This is an optimization exercise on Yosys and OpenROAD, whose aim is small area, not a production implementation. Only simulation tests tie the RTL to the original design; equivalence was not proved. No activity file was given, so power comes from the tool's default toggle rates.

==> design/flow/design.v <==
package g;
    localparam int CLK_FREQ = 50_000_000;
    localparam int BAUD_RATE = 115200;
    localparam int NEC_SAMPLING_RATE = 80000;
    typedef logic [11:0] bcd_t;
endpackage
module top_nec_uart #(
    parameter logic [27:0] MAX_TIMER_CNT = 27'd25_000_000 - 27'b1
) (
    input logic sys_clk,
    input logic sys_rst_n,
    input  logic remote_in,
    output logic uart_out
);
    typedef enum logic [3:0] {
        S_IDLE = 0,
        S_WAIT_BURST_9MS = 1,
        S_JUDGEING = 2,
        S_FIN_REPEAT = 3,
        S_WAIT_DATA_562_5US = 4,
        S_WAIT_DATA_JUDGE = 5,
        S_GET_DATA_0 = 6,
        S_GET_DATA_1 = 7,
        S_CHK_DATA = 8,
        S_FIN_DATA = 9,
        S_FIN = 10
    } state_t;
    logic [9:0] pc;
    logic tick;
    assign tick = pc[9] & pc[6] & pc[5] & pc[3] & pc[2] & pc[1] & pc[0];   
    always_ff @(posedge sys_clk or negedge sys_rst_n) begin
        if (!sys_rst_n) pc <= 10'd312;
        else if (tick) pc <= 10'd0;
        else pc <= pc + 10'd1;
    end
    logic rin0, rin1;
    always_ff @(posedge sys_clk or negedge sys_rst_n) begin
        if (!sys_rst_n) begin
            rin0 <= 1'b1;
            rin1 <= 1'b1;
        end else if (tick) begin
            rin0 <= remote_in;
            rin1 <= rin0;
        end
    end
    state_t cur, nxt;
    logic [9:0] timer;
    logic [4:0] bit_cnt;   
    logic [7:0] cmd;       
    logic       bad;       
    logic [7:0] last;      
    logic t_9ms, t_2_25ms, t_4_5ms, t_562us, t_1_6875ms;
    assign t_9ms      = timer >= 10'd710 && timer <= 10'd730;
    assign t_2_25ms   = timer >= 10'd170 && timer <= 10'd190;
    assign t_4_5ms    = timer >= 10'd350 && timer <= 10'd370;
    assign t_562us    = timer >= 10'd35 && timer <= 10'd55;
    assign t_1_6875ms = timer >= 10'd125 && timer <= 10'd145;
    always_comb begin
        nxt = cur;
        case (cur)
            S_IDLE: if (!rin1) nxt = S_WAIT_BURST_9MS;
            S_WAIT_BURST_9MS: begin
                if (t_9ms && rin1) nxt = S_JUDGEING;
                else if (timer > 10'd730) nxt = S_IDLE;
                else if (rin1) nxt = S_IDLE;
            end
            S_JUDGEING: begin
                if (t_2_25ms) begin
                    if (!rin1) nxt = S_FIN_REPEAT;
                end else if (t_4_5ms) begin
                    if (!rin1) nxt = S_WAIT_DATA_562_5US;
                end else if (timer > 10'd370) nxt = S_IDLE;
            end
            S_FIN_REPEAT: nxt = S_FIN;
            S_WAIT_DATA_562_5US: begin
                if (t_562us) begin
                    if (rin1) nxt = S_WAIT_DATA_JUDGE;
                end else if (timer > 10'd55) nxt = S_IDLE;
            end
            S_WAIT_DATA_JUDGE: begin
                if (t_562us) begin
                    if (!rin1) nxt = S_GET_DATA_0;
                end else if (t_1_6875ms) begin
                    if (!rin1) nxt = S_GET_DATA_1;
                end else if (timer > 10'd145) nxt = S_IDLE;
            end
            S_GET_DATA_0, S_GET_DATA_1: begin
                if (bit_cnt == 5'd0) nxt = S_CHK_DATA;
                else nxt = S_WAIT_DATA_562_5US;
            end
            S_CHK_DATA: begin
                if (!bad) nxt = S_FIN_DATA;
                else nxt = S_IDLE;
            end
            S_FIN_DATA: nxt = S_FIN;
            S_FIN: if (rin1) nxt = S_IDLE;
            default: ;
        endcase
    end
    always_ff @(posedge sys_clk or negedge sys_rst_n) begin
        if (!sys_rst_n) cur <= S_IDLE;
        else if (tick) cur <= nxt;
    end
    always_ff @(posedge sys_clk) begin
        if (tick) begin
            if (cur != nxt || nxt == S_IDLE) timer <= 10'd0;
            else timer <= timer + 10'd1;
        end
    end
    logic get_bit, bit_val;
    assign get_bit = nxt == S_GET_DATA_0 || nxt == S_GET_DATA_1;
    assign bit_val = nxt == S_GET_DATA_1;
    always_ff @(posedge sys_clk) begin
        if (tick) begin
            if (nxt == S_IDLE) bit_cnt <= 5'd0;
            else if (get_bit) bit_cnt <= bit_cnt + 5'd1;
        end
    end
    always_ff @(posedge sys_clk) begin
        if (tick && get_bit) begin
            if (bit_cnt[4:3] == 2'b11) begin
                cmd <= {cmd[0], cmd[7:1]};
                bad <= bad | (bit_val == cmd[0]);
            end else begin
                cmd <= {bit_val, cmd[7:1]};
                bad <= 1'b0;
            end
        end
    end
    always_ff @(posedge sys_clk or negedge sys_rst_n) begin
        if (!sys_rst_n) last <= 8'd0;
        else if (tick && cur == S_CHK_DATA && !bad) last <= cmd;
    end
    logic [8:0] cyc;
    logic [3:0] slot;
    logic [2:0] chr;    
    logic idle, go, cyc_end;
    assign idle = chr == 3'd5;
    assign go = (cur == S_FIN_DATA || cur == S_FIN_REPEAT) && pc == 10'd196;
    assign cyc_end = cyc[8] & cyc[7] & cyc[5] & cyc[4] & cyc[0];   
    always_ff @(posedge sys_clk) begin
        if (go) begin
            cyc <= 9'd0;
            slot <= 4'd15;
        end else if (cyc_end) begin
            if (slot == 4'd9) begin
                cyc <= 9'd431;
                slot <= 4'd15;
            end else begin
                cyc <= 9'd0;
                slot <= slot + 4'd1;
            end
        end else begin
            cyc <= cyc + 9'd1;
        end
    end
    always_ff @(posedge sys_clk or negedge sys_rst_n) begin
        if (!sys_rst_n) chr <= 3'd5;
        else if (go) chr <= 3'd7;
        else if (!idle && cyc_end && slot == 4'd15) chr <= chr + 3'd1;
    end
    logic [1:0] d2;
    logic [3:0] d1, d0;
    always_comb begin
        logic [19:0] t;
        t = {12'b0, last};
        for (int i = 0; i < 8; i = i + 1) begin
            t[11:8]  = (t[11:8] > 4'd4) ? t[11:8] + 4'd3 : t[11:8];
            t[15:12] = (t[15:12] > 4'd4) ? t[15:12] + 4'd3 : t[15:12];
            t = t << 1;
        end
        d2 = t[17:16];
        d1 = t[15:12];
        d0 = t[11:8];
    end
    logic [7:0] ch;
    always_comb begin
        case (chr)
            3'd0: ch = {6'b001100, d2};
            3'd1: ch = {4'b0011, d1};
            3'd2: ch = {4'b0011, d0};
            3'd3: ch = 8'd13;
            default: ch = 8'd10;
        endcase
    end
    always_comb begin
        if (idle || slot == 4'd15 || slot == 4'd9) uart_out = 1'b1;
        else if (slot == 4'd0) uart_out = 1'b0;
        else uart_out = ch[slot[2:0]-3'd1];
    end
endmodule
==> design/flow/run.sh <==
#!/bin/bash
# synth_recipe.tcl (not shown) runs the flow's synth.tcl, then flattens the netlist and writes it again
# the make line also repeats each setting of config.mk as NAME=value (left out here)
make -C /OpenROAD-flow-scripts/flow DESIGN_CONFIG=/design/flow/config.mk WORK_HOME=/design/flow/orfs CLKGATE_MAP_FILE= SYNTH_SCRIPT=/design/flow/synth_recipe.tcl finish
==> design/flow/config.mk <==
export PLATFORM = sky130hd
export DESIGN_NAME = top_nec_uart
export DESIGN_NICKNAME = top_nec_uart
export VERILOG_FILES = /design/flow/design.v
export SDC_FILE = /design/flow/constraint.sdc
export NUM_CORES = 4
export LEC_CHECK = 0
export CAP_MARGIN = 20
export CORE_MARGIN = 2
export CORE_UTILIZATION = 40
export CTS_BUF_LIST = sky130_fd_sc_hd__clkbuf_4
export CTS_CLUSTER_DIAMETER = 100
export CTS_CLUSTER_SIZE = 30
export SLEW_MARGIN = 20
==> design/flow/constraint.sdc <==
create_clock -name core_clock -period 20.0 [get_ports {sys_clk}]
set_input_delay 4.0000 -clock core_clock [delete_from_list [all_inputs] [get_ports {sys_clk}]]
set_output_delay 4.0000 -clock core_clock [all_outputs]
set_load 0.01 [all_outputs]
==> impl_metrics.py, run 1 <==
metrics = {
    "cts": {
        "clock_root_buffer_master": "sky130_fd_sc_hd__clkbuf_4",
        "hold_bufs_inserted_after_cts": 0,
        "cts-resized-gates": 0,
        "clock_sinks": 64,
        "h-tree-depth": 3,
        "tritoncts": "done",
        "postCtsSetupBuffers": 0,
        "clk_pin_slew_worst_paths_ns": 0.11,
        "clock_tree.buffer_depth": 2,
        "insertion_delay_to_the_later_sink_of_the_worst_skew_pair_ns": 0.42,
        "numCtsBuffers": 9,
    },
    "worst_setup_path": {
        "cp-end-kind": "output pin",
        "critical_path.startpoint_type": "register",
        "critPathMaxFanout": 14,
        "worst_path_most_repeated_cell": "sky130_fd_sc_hd__ha_1",
        "worst-endpoint-required_ns": 16.00,
        "slowest_delay_ns": 0.73,
        "critical_path.cell_chain": "inv_1, ha_1, inv_1, ha_1, and2b_4, nor2_1, o221ai_1, or2b_1, a21oi_1, a31oi_1, ha_1, o21ai_0, a22oi_1, nand2_1, xnor2_1, ha_1, o21ai_1, xnor2_1, a211oi_1, nor3b_1, o31ai_1, o211ai_1, clkdlybuf4s50_1",
        "crit_arrival_ns": 6.10,
        "setup.worst_path.class": "reg2out",
        "library_cell_contributing_the_largest_single_delay_on_the_critical_path": "sky130_fd_sc_hd__o221ai_1",
    },
    "global_routing": {
        "number_of_global_route_vias_before_repair": 3410,
        "grt_max_degree": 28,
        "global_route.usage.total_pct": 16.3,
        "grt_first_pass_wirelength_mm": 15.7,
        "grt_overflow_total": 0,
        "number_of_antenna_violations_at_the_first_check_in_global_routing": 0,
    },
    "placement": {
        "place_congestion": 0.898,
        "post-place-ws_ns": 10.40,
        "detailed_place.area_sq_um": 4600,
        "port_buffer_count": 3,
        "place.detailed.hpwl_mm": 6.55,
        "numPlacedInstances": 633,
    },
    "route": {
        "detail-route-antenna-nets": 0,
        "vias": 3612,
        "drt-initial-drc-count": 308,
        "remaining_drc_errors": 0,
        "wl_per_cell_um": 14.0,
        "finalWirelength_mm": 9.06,
        "detailedRoute.firstPassIterationCount": 4,
        "route.detailed.vias_per_inst": 5.57,
    },
    "cells_and_area": {
        "net_count_of_the_finished_layout": 536,
        "ff_latch_area_sq_um": 1670,
        "areaGrowthSynthToFinish_pct": 5.12,
        "postLayoutCoreUtil_pct": 43.4,
        "multi_input_comb_area_sq_um": 2600,
        "final_instance_area_sq_um": 4730,
        "drive_above_1_share_pct": 8.84,
        "fin_cells": 649,
        "fillerInstances": 1059,
        "antenna-diode-count": 0,
    },
    "floorplan": {
        "start_util_pct": 41.3,
        "standard_cell_core_area_sq_um": 10900,
        "die_area_sq_um": 12100,
        "std_cell_rows": 38,
        "die_x_um": 110,
        "dieHeight_um": 110,
        "top_level_ports": 4,
    },
    "run": {
        "maxCapViolCount": 0,
    },
    "synth": {
        "yosysWarnings": 1,
        "netlist.top_cell.by_area": "sky130_fd_sc_hd__edfxtp_1",
        "ys_seq_area_share_pct": 37.1,
        "yosysMostFrequentCell": "sky130_fd_sc_hd__nor2_1",
        "netlist_area_sq_um": 4500,
        "synth_top_area_share_pct": 16.0,
        "number_of_enable_flip_flop_cells_after_synthesis": 24,
        "synth_commonest_cells": "57 x sky130_fd_sc_hd__nor2_1, 52 x sky130_fd_sc_hd__nand2_1, 33 x sky130_fd_sc_hd__inv_1, 32 x sky130_fd_sc_hd__o21ai_0, 29 x sky130_fd_sc_hd__ha_1",
        "yosys_register_bits": 64,
        "synth_fp_nets": 545,
        "synth_flop_cell": "sky130_fd_sc_hd__edfxtp_1",
        "postSynthCellCount": 513,
        "ys_top_cells_by_area": "sky130_fd_sc_hd__edfxtp_1 16%, sky130_fd_sc_hd__dfrtp_1 11%, sky130_fd_sc_hd__ha_1 8.1%",
        "postSynthAreaPerCell_sq_um": 8.76,
        "ys_types": 73,
        "synth_async_sr_flop_share_pct": 42.2,
    },
    "power_and_ir_drop": {
        "static-leakage-power_nw": 1.74,
        "total_power_mw": 0.211,
        "worst_ir_drop_vdd_mv": 0.0274,
        "p_per_area_nw_per_um2": 44.7,
    },
    "timing": {
        "rsz_0062_raised_after_global_routing": "no",
        "max_slew_margin_pct": 38.2,
        "maxClockFrequency_mhz": 99.0,
        "worst_setup_skew_after_layout_ns": 0.0208,
        "worstMarginPinSlew_ns": 0.927,
        "finalHoldViolCount": 0,
        "fin_crit_sh_pct": 50.5,
        "final_report_setup_violation_count": 0,
        "fin_setup_tns_ns": 0,
        "period_needed_ns": 10.10,
        "report.final.slew_viol_count": 0,
        "whs_ns": 0.467,
        "post_route_worst_setup_slack_ns": 9.90,
    },
    "worst_hold_path": {
        "holdCritPathClass": "reg2reg",
    },
    "outcome": {
        "run_status": "complete, no violations",
    },
}
[where the power goes]
part	internal, mW	total [mW]	switching (mW)
Combinational	0.000473	0.00158	0.00110
Clock	0.0251	0.0749	0.0498
Sequential	0.135	0.135	0
Total	0.160	0.211	0.0509
[worst max-delay path, delay by kind of cell (launching register included)]
| family | cells | cell delay [ns] |
|---|---|---|
| AOI/OAI and AO/OA | 9 | 2.13 |
| adders and majority gates | 4 | 1.24 |
| and+or+nand+nor | 5 | 0.70 |
| buffers and inverters | 3 | 0.67 |
| xor gates and xnor gates | 2 | 0.49 |
| DFF | 1 | 0.46 |
[placed cells by master, fill, tap and decap left out, types with 5 or more instances in the layout]
cell / count
sky130_fd_sc_hd__nand3_1: 24
sky130_fd_sc_hd__nand2_1: 52
sky130_fd_sc_hd__dfstp_2: 8
sky130_fd_sc_hd__a211oi_1: 5
sky130_fd_sc_hd__inv_1: 33
sky130_fd_sc_hd__o21ai_1: 6
sky130_fd_sc_hd__xnor2_1: 20
sky130_fd_sc_hd__o211ai_1: 6
sky130_fd_sc_hd__ha_1: 29
sky130_fd_sc_hd__nor2_1: 57
sky130_fd_sc_hd__o22ai_1: 5
sky130_fd_sc_hd__a21oi_1: 24
sky130_fd_sc_hd__nand2b_1: 5
sky130_fd_sc_hd__dfrtp_1: 19
sky130_fd_sc_hd__dfxtp_1: 13
sky130_fd_sc_hd__nand4_1: 6
sky130_fd_sc_hd__and3_1: 5
sky130_fd_sc_hd__edfxtp_1: 24
sky130_fd_sc_hd__a211o_1: 5
sky130_fd_sc_hd__clkbuf_4: 9
sky130_fd_sc_hd__xor2_1: 16
sky130_fd_sc_hd__a31oi_1: 6
sky130_fd_sc_hd__nor3_1: 6
sky130_fd_sc_hd__o21ai_0: 32
[layout make-up]
type / instances / area share, %
Clock inverter: 7 / 1.03
Timing Repair Buffer: 5 / 0.953
Sequential cell: 64 / 35.3
Tap cell: 140 / 3.71
Multi-Input combinational cell: 391 / 55.0
Inverter: 33 / 2.62
Clock buffer: 9 / 1.43
[worst paths after layout]
check / from / end / slack, ns / depth (start not counted)
setup / recovery: last[5] / uart_out / 9.90 / 23
min in group asynchronous: sys_rst_n / last[7] / 3.94 / 2
max in group asynchronous: sys_rst_n / chr[2] / 15.73 / 2
hold / removal: rin0 / rin1 / 0.47 / 2
hold reg to reg: rin0 / rin1 / 0.47 / 2
setup reg to reg: timer[1] / timer[6] / 16.44 / 11
[metal layers]
| metal | part of all wire, % | vias to the layer above | global-route usage, % |
|---|---|---|---|
| li1 | - | 1812 | - |
| met1 | 50 | 1741 | 22.3 |
| met3 | 3.0 | 11 | 3.94 |
| met4 | 1.2 | 0 | 5.06 |
| met2 | 46 | 48 | 25.5 |
| met5 | 0 | - | 0 |
[sequential cells by signal (all words and copies together), names as in the netlist]
name,cells
cyc,9
timer,10
cur,4
last,8
rin1,1
chr,3
pc,10
slot,4
rin0,1
cmd,8
bad,1
bit_cnt,5
[cell families (layout without fill, tap and decap cells)]
family / Yosys count / count (layout) / share of synthesized area (%)
buffers and inverters: 58 / 54 / 5.26
DFF: 64 / 64 / 37.1
AOI/OAI and AO/OA: 133 / 133 / 20.5
xor gates and xnor gates: 37 / 37 / 7.38
adders and majority gates: 29 / 29 / 8.07
and+or+nand+nor: 182 / 182 / 19.1
muxes: 10 / 10 / 2.56
==> run 2, diff against run 1 <==
--- a/design/flow/config.mk
+++ b/design/flow/config.mk
@@ -10,5 +10,2 @@
 export CORE_UTILIZATION = 40
-export CTS_BUF_LIST = sky130_fd_sc_hd__clkbuf_4
-export CTS_CLUSTER_DIAMETER = 100
-export CTS_CLUSTER_SIZE = 30
 export SLEW_MARGIN = 20
==> run 2 against run 1 <==
Fmax is 0.86% higher. Final area grew 1.2%. Wire length up 1.1%.
==> impl_metrics.py, run 2 <==
metrics = {
    "synth": {
        "synth_top_area_share_pct": 16.0,
        "yosysWarnings": 1,
        "number_of_enable_flip_flop_cells_after_synthesis": 24,
        "synth_commonest_cells": "57 x sky130_fd_sc_hd__nor2_1, 52 x sky130_fd_sc_hd__nand2_1, 33 x sky130_fd_sc_hd__inv_1, 32 x sky130_fd_sc_hd__o21ai_0, 29 x sky130_fd_sc_hd__ha_1",
        "ys_seq_area_share_pct": 37.1,
        "synth_async_sr_flop_share_pct": 42.2,
        "netlist.top_cell.by_area": "sky130_fd_sc_hd__edfxtp_1",
        "yosysMostFrequentCell": "sky130_fd_sc_hd__nor2_1",
        "netlist_area_sq_um": 4500,
        "synth_fp_nets": 545,
        "ys_types": 73,
        "postSynthAreaPerCell_sq_um": 8.76,
        "yosys_register_bits": 64,
        "ys_top_cells_by_area": "sky130_fd_sc_hd__edfxtp_1 16%, sky130_fd_sc_hd__dfrtp_1 11%, sky130_fd_sc_hd__ha_1 8.1%",
        "synth_flop_cell": "sky130_fd_sc_hd__edfxtp_1",
        "postSynthCellCount": 513,
    },
    "route": {
        "finalWirelength_mm": 9.16,
        "detailedRoute.firstPassIterationCount": 5,
        "drt-initial-drc-count": 336,
        "vias": 3602,
        "wl_per_cell_um": 14.1,
        "route.detailed.vias_per_inst": 5.55,
        "detail-route-antenna-nets": 0,
        "remaining_drc_errors": 0,
    },
    "timing": {
        "fin_setup_tns_ns": 0,
        "final_report_setup_violation_count": 0,
        "fin_crit_sh_pct": 50.1,
        "rsz_0062_raised_after_global_routing": "no",
        "maxClockFrequency_mhz": 99.9,
        "report.final.slew_viol_count": 0,
        "period_needed_ns": 10.01,
        "finalHoldViolCount": 0,
        "worst_setup_skew_after_layout_ns": 0.0100,
        "worstMarginPinSlew_ns": 0.936,
        "max_slew_margin_pct": 37.6,
    },
    "floorplan": {
        "die_x_um": 110,
        "standard_cell_core_area_sq_um": 10900,
        "dieHeight_um": 110,
        "start_util_pct": 41.3,
        "std_cell_rows": 38,
        "die_area_sq_um": 12100,
        "top_level_ports": 4,
    },
    "cts": {
        "postCtsSetupBuffers": 0,
        "hold_bufs_inserted_after_cts": 0,
        "tritoncts": "done",
        "clk_pin_slew_worst_paths_ns": 0.07,
        "cts-resized-gates": 0,
        "h-tree-depth": 3,
        "insertion_delay_to_the_later_sink_of_the_worst_skew_pair_ns": 0.35,
        "clock_root_buffer_master": "sky130_fd_sc_hd__clkbuf_8",
        "numCtsBuffers": 9,
        "clock_tree.buffer_depth": 2,
        "clock_sinks": 64,
    },
    "worst_setup_path": {
        "critical_path.startpoint_type": "register",
        "worst-path-buf-inv": 3,
        "regToRegSetupSlack_ns": 16.48,
        "worst_path_most_repeated_cell": "sky130_fd_sc_hd__ha_1",
        "crit_arrival_ns": 6.01,
        "slowest_delay_ns": 0.73,
        "timing.critical_path.max_delay_family": "compound AO/OA/AOI/OAI gates",
        "setup.worst_path.class": "reg2out",
        "cp-end-kind": "output pin",
        "critPathMaxFanout": 14,
        "library_cell_contributing_the_largest_single_delay_on_the_critical_path": "sky130_fd_sc_hd__o221ai_1",
        "critical_path.cell_chain": "inv_1, ha_1, inv_1, ha_1, and2b_4, nor2_1, o221ai_1, or2b_1, a21oi_1, a31oi_1, ha_1, o21ai_0, a22oi_1, nand2_1, xnor2_1, ha_1, o21ai_1, xnor2_1, a211oi_1, nor3b_1, o31ai_1, o211ai_1, clkdlybuf4s50_1",
        "worst-endpoint-required_ns": 16.00,
    },
    "power_and_ir_drop": {
        "p_per_area_nw_per_um2": 48.9,
        "total_power_mw": 0.234,
        "worst_ir_drop_vdd_mv": 0.0264,
        "static-leakage-power_nw": 1.76,
    },
    "outcome": {
        "run_status": "complete, no violations",
    },
    "run": {
        "maxCapViolCount": 0,
    },
    "worst_hold_path": {
        "holdCritPathClass": "reg2reg",
    },
    "cells_and_area": {
        "areaGrowthSynthToFinish_pct": 6.37,
        "final_common_cell": "sky130_fd_sc_hd__nor2_1",
        "largestRegisters": "pc (10), timer (10), cyc (9)",
        "fillerInstances": 1054,
        "layout.cells.most_common_list": "57 x sky130_fd_sc_hd__nor2_1, 52 x sky130_fd_sc_hd__nand2_1, 33 x sky130_fd_sc_hd__inv_1",
        "net_count_of_the_finished_layout": 536,
        "drive_above_1_share_pct": 8.84,
        "antenna-diode-count": 0,
    },
    "global_routing": {
        "grt_max_degree": 28,
        "global_route.usage.total_pct": 16.3,
        "number_of_global_route_vias_before_repair": 3398,
        "number_of_antenna_violations_at_the_first_check_in_global_routing": 0,
        "grt_first_pass_wirelength_mm": 15.7,
        "grt_overflow_total": 0,
    },
    "placement": {
        "place_congestion": 0.898,
        "port_buffer_count": 3,
        "place.detailed.hpwl_mm": 6.55,
    },
}
## run 2: cell counts after synthesis
Identical to the previous run, type by type.
## run 2: cell type report
cell class / count / area (sq um) / area share [%]
Inverter: 33 / 124 / 2.59
Clock inverter: 7 / 48.8 / 1.02
Clock buffer: 9 / 124 / 2.59
Timing Repair Buffer: 5 / 45.0 / 0.942
Tap cell: 140 / 175 / 3.66
Sequential cell: 64 / 1670 / 34.9
Multi-Input combinational cell: 391 / 2600 / 54.3
## run 2: worst min-delay path, delay by kind of cell, from the launching register on
family	cells	cell delay (ns)
flops	1	0.37
simple gates	2	0.09
## run 2: where the power goes
group / internal, mW / leakage [nW] / total [mW] / switching, mW
Combinational: 0.000473 / 1.08 / 0.00159 / 0.00111
Sequential: 0.135 / 0.604 / 0.135 / 0
Clock: 0.0445 / 0.0772 / 0.0973 / 0.0528
## run 2: per-stage QoR
stage	hold WS, ns	area [sq um]	cells	setup WS (ns)	util, %
floorplan	0.420	4500	513	11.57	-
global placement	0.428	4600	633	10.63	42.3
detailed placement	0.433	4600	633	10.40	42.3
CTS	0.461	4780	649	9.98	43.9
global route	0.480	4780	649	9.33	43.9
finish	0.459	4780	649	9.99	43.9
## run 2: final timing paths
| kind | cells after the start | from | endpoint |
|---|---|---|---|
| max | 23 | last[5] | uart_out |
| min | 2 | rin0 | rin1 |
| max reg2reg | 11 | timer[1] | timer[6] |
| min reg2reg | 2 | rin0 | rin1 |
| max in group asynchronous | 2 | sys_rst_n | chr[2] |
| min in group asynchronous | 2 | sys_rst_n | last[7] |
## run 2: logic make-up (layout without fill, tap and decap cells)
group	after synthesis	count (layout)	synth area share, %
xor gates and xnor gates	37	37	7.38
buffers and inverters	58	54	5.26
and+or+nand+nor	182	182	19.1
DFF	64	64	37.1
AOI/OAI and AO/OA	133	133	20.5
muxes	10	10	2.56
adders and majority gates	29	29	8.07
## run 2: layer usage
layer	track usage, %	vias to the layer above	share of wire, %
met5	0	-	0
met4	4.79	0	1.3
met3	3.94	11	3.1
met2	25.4	44	46
met1	22.4	1736	50
li1	-	1811	-
==> run 3, diff against run 2 <==
--- a/design/flow/config.mk
+++ b/design/flow/config.mk
@@ -10,2 +10,5 @@
 export CORE_UTILIZATION = 40
+export CTS_BUF_LIST = sky130_fd_sc_hd__clkbuf_8
+export CTS_CLUSTER_DIAMETER = 500
+export CTS_CLUSTER_SIZE = 100
 export SLEW_MARGIN = 20
==> run 3 against run 2 <==
Clock power hardly changed. Total power did not move. Fmax unchanged. Wire length unchanged. Die area unchanged. Sequential cell count did not move. Critical path depth unchanged. Non-clock buffer count stayed put. Sequential share of layout area did not move.
==> impl_metrics.py, run 3 <==
metrics = {
    "outcome": {
        "run_status": "complete, no violations",
    },
    "synth": {
        "ys_seq_area_share_pct": 37.1,
        "yosys_register_bits": 64,
        "ys_types": 73,
        "synth_fp_nets": 545,
        "postSynthCellCount": 513,
        "yosysWarnings": 1,
        "synth_commonest_cells": "57 x sky130_fd_sc_hd__nor2_1, 52 x sky130_fd_sc_hd__nand2_1, 33 x sky130_fd_sc_hd__inv_1, 32 x sky130_fd_sc_hd__o21ai_0, 29 x sky130_fd_sc_hd__ha_1",
        "number_of_enable_flip_flop_cells_after_synthesis": 24,
        "synth_flop_cell": "sky130_fd_sc_hd__edfxtp_1",
        "netlist.top_cell.by_area": "sky130_fd_sc_hd__edfxtp_1",
        "postSynthAreaPerCell_sq_um": 8.76,
        "ys_top_cells_by_area": "sky130_fd_sc_hd__edfxtp_1 16%, sky130_fd_sc_hd__dfrtp_1 11%, sky130_fd_sc_hd__ha_1 8.1%",
        "yosysMostFrequentCell": "sky130_fd_sc_hd__nor2_1",
        "synth_top_area_share_pct": 16.0,
        "synth_async_sr_flop_share_pct": 42.2,
        "netlist_area_sq_um": 4500,
    },
    "cells_and_area": {
        "antenna-diode-count": 0,
        "areaGrowthSynthToFinish_pct": 6.37,
        "final_common_cell": "sky130_fd_sc_hd__nor2_1",
        "net_count_of_the_finished_layout": 536,
        "layout.cells.most_common_list": "57 x sky130_fd_sc_hd__nor2_1, 52 x sky130_fd_sc_hd__nand2_1, 33 x sky130_fd_sc_hd__inv_1",
        "largestRegisters": "pc (10), timer (10), cyc (9)",
        "drive_above_1_share_pct": 8.84,
    },
    "worst_setup_path": {
        "setup.worst_path.class": "reg2out",
        "critPathMaxFanout": 14,
        "critical_path.startpoint_type": "register",
        "cp-end-kind": "output pin",
        "worst-endpoint-required_ns": 16.00,
        "crit_arrival_ns": 6.01,
        "ff2ff_path_depth": 11,
        "worstSetupStartpoint": "last[5]",
        "r2r-start": "timer[1]",
    },
    "timing": {
        "period_needed_ns": 10.01,
        "fin_crit_sh_pct": 50.1,
        "worst_setup_skew_after_layout_ns": 0.0100,
        "post_route_worst_setup_slack_ns": 9.99,
        "finalHoldViolCount": 0,
        "worstMarginPinSlew_ns": 0.936,
        "maxClockFrequency_mhz": 99.9,
        "final_report_setup_violation_count": 0,
        "fin_setup_tns_ns": 0,
        "max_slew_margin_pct": 37.6,
        "report.final.slew_viol_count": 0,
        "rsz_0062_raised_after_global_routing": "no",
    },
    "floorplan": {
        "standard_cell_core_area_sq_um": 10900,
        "die_area_sq_um": 12100,
        "top_level_ports": 4,
        "dieHeight_um": 110,
        "std_cell_rows": 38,
        "start_util_pct": 41.3,
        "die_x_um": 110,
    },
    "placement": {
        "port_buffer_count": 3,
        "post-place-ws_ns": 10.40,
        "place.detailed.hpwl_mm": 6.55,
        "place_congestion": 0.898,
    },
    "route": {
        "wl_per_cell_um": 14.1,
        "detail-route-antenna-nets": 0,
        "detailedRoute.firstPassIterationCount": 5,
        "drt-initial-drc-count": 336,
        "remaining_drc_errors": 0,
        "route.detailed.vias_per_inst": 5.55,
        "vias": 3602,
        "finalWirelength_mm": 9.16,
    },
    "power_and_ir_drop": {
        "power.net_switching_mw": 0.0539,
        "static-leakage-power_nw": 1.76,
        "seq_power_share_pct": 57.7,
        "power.switching_fraction_pct": 23.0,
        "p_per_area_nw_per_um2": 48.9,
        "share_comb_of_total_power_pct": 0.7,
        "int_pwr_mw": 0.180,
        "clock_share_of_power_pct": 41.6,
        "worst_ir_drop_vdd_mv": 0.0264,
    },
    "global_routing": {
        "grt_overflow_total": 0,
        "number_of_antenna_violations_at_the_first_check_in_global_routing": 0,
        "number_of_global_route_vias_before_repair": 3398,
        "global_route.usage.total_pct": 16.3,
        "grt_first_pass_wirelength_mm": 15.7,
        "grt_max_degree": 28,
    },
    "cts": {
        "clock_sinks": 64,
        "insertion_delay_to_the_later_sink_of_the_worst_skew_pair_ns": 0.35,
        "cts-resized-gates": 0,
        "clock_tree.buffer_depth": 2,
        "tritoncts": "done",
        "clock_root_buffer_master": "sky130_fd_sc_hd__clkbuf_8",
        "hold_bufs_inserted_after_cts": 0,
        "numCtsBuffers": 9,
        "clk_pin_slew_worst_paths_ns": 0.07,
        "postCtsSetupBuffers": 0,
        "h-tree-depth": 3,
    },
    "worst_hold_path": {
        "hold_start": "rin0",
        "holdPathStages": 2,
        "holdCritPathClass": "reg2reg",
    },
    "run": {
        "maxCapViolCount": 0,
    },
}
## run 3: cell counts after synthesis
No cell type changed its count.
## run 3: per-layer routing
layer | global-route usage [%] | share of wire, %
met1 | 22.4 | 50
met2 | 25.4 | 46
met3 | 3.94 | 3.1
met4 | 4.79 | 1.3
met5 | 0 | 0
## run 3: cells by family after synthesis
| kind of cell | after synthesis | share of synthesized area [%] |
|---|---|---|
| AOI/OAI and AO/OA | 133 | 20.5 |
| buffers and inverters | 58 | 5.26 |
| muxes | 10 | 2.56 |
| adders and majority gates | 29 | 8.07 |
| DFF | 64 | 37.1 |
| xor gates and xnor gates | 37 | 7.38 |
| and+or+nand+nor | 182 | 19.1 |
## run 3: final cells by class
class,instances,area [sq um]
clock buffer,9,124
clock inverter,7,48.8
fill,1054,6110
tap,140,175
sequential,64,1670
timing repair buffer,5,45.0
multi-input combinational,391,2600
inverter,33,124
## run 3: final timing paths
| kind | end | slack [ns] |
|---|---|---|
| max reg2reg | timer[6] | 16.48 |
| min in group asynchronous | last[7] | 4.02 |
| min | rin1 | 0.46 |
| max in group asynchronous | chr[2] | 15.66 |
| min reg2reg | rin1 | 0.46 |
| max | uart_out | 9.99 |
## run 3: power by group through the flow
stage,registers [mW],clock network (mW),logic (mW)
after floorplan,0.138,0,0.00000332
after global placement,0.138,0,0.00169
after detailed placement,0.138,0,0.00169
after CTS,0.135,0.101,0.00169
after global routing,0.135,0.106,0.00186
final,0.135,0.0973,0.00159
## run 3: metrics by stage
stage               hold WS, ns  total power, mW  util (%)  instances  cell area (sq um)
finish                    0.459            0.234      43.9        649               4780
global placement          0.428            0.139      42.3        633               4600
global route              0.480            0.242      43.9        649               4780
detailed placement        0.433            0.139      42.3        633               4600
CTS                       0.461            0.237      43.9        649               4780
floorplan                 0.420            0.138         -        513               4500
## run 3: worst max-delay path, stage by stage, from the launching register on
cell and delay (ns):
sky130_fd_sc_hd__dfrtp_1 0.44, sky130_fd_sc_hd__inv_1 0.12, sky130_fd_sc_hd__ha_1 0.25, sky130_fd_sc_hd__inv_1 0.06
sky130_fd_sc_hd__ha_1 0.32, sky130_fd_sc_hd__and2b_4 0.23, sky130_fd_sc_hd__nor2_1 0.07, sky130_fd_sc_hd__o221ai_1 0.73
sky130_fd_sc_hd__or2b_1 0.21, sky130_fd_sc_hd__a21oi_1 0.07, sky130_fd_sc_hd__a31oi_1 0.17, sky130_fd_sc_hd__ha_1 0.41
sky130_fd_sc_hd__o21ai_0 0.15, sky130_fd_sc_hd__a22oi_1 0.18, sky130_fd_sc_hd__nand2_1 0.09, sky130_fd_sc_hd__xnor2_1 0.31
sky130_fd_sc_hd__ha_1 0.26, sky130_fd_sc_hd__o21ai_1 0.13, sky130_fd_sc_hd__xnor2_1 0.18, sky130_fd_sc_hd__a211oi_1 0.38
sky130_fd_sc_hd__nor3b_1 0.10, sky130_fd_sc_hd__o31ai_1 0.21, sky130_fd_sc_hd__o211ai_1 0.11, sky130_fd_sc_hd__clkdlybuf4s50_1 0.49

-- port drivers added, routing unchanged --
The flow's constraints put no driver on any port. The routed layouts listed below were extracted and timed again, unchanged, in two steps. Step 1 assumes that a clkbuf_16 drives the clock port and a buf_2 every other input. Step 2 times the ports against the registers' clock, not the clock port: input delays grow and output delays shrink by t, the midpoint of the rising clock arrivals with the driver on. a / b / c = ideal / step 1 / step 2; a / b = the first two.
run | t (ns) | setup slack, ns | slew at the worst register clock pin (ns)
run 1 | 0.438 | 9.901 / 9.871 / 10.308 | 0.13 / 0.13
run 2 | 0.378 | 9.987 / 9.953 / 10.331 | 0.08 / 0.08
run 3 | 0.378 | 9.987 / 9.953 / 10.331 | 0.08 / 0.08
After both steps setup and hold are still met in every run listed.
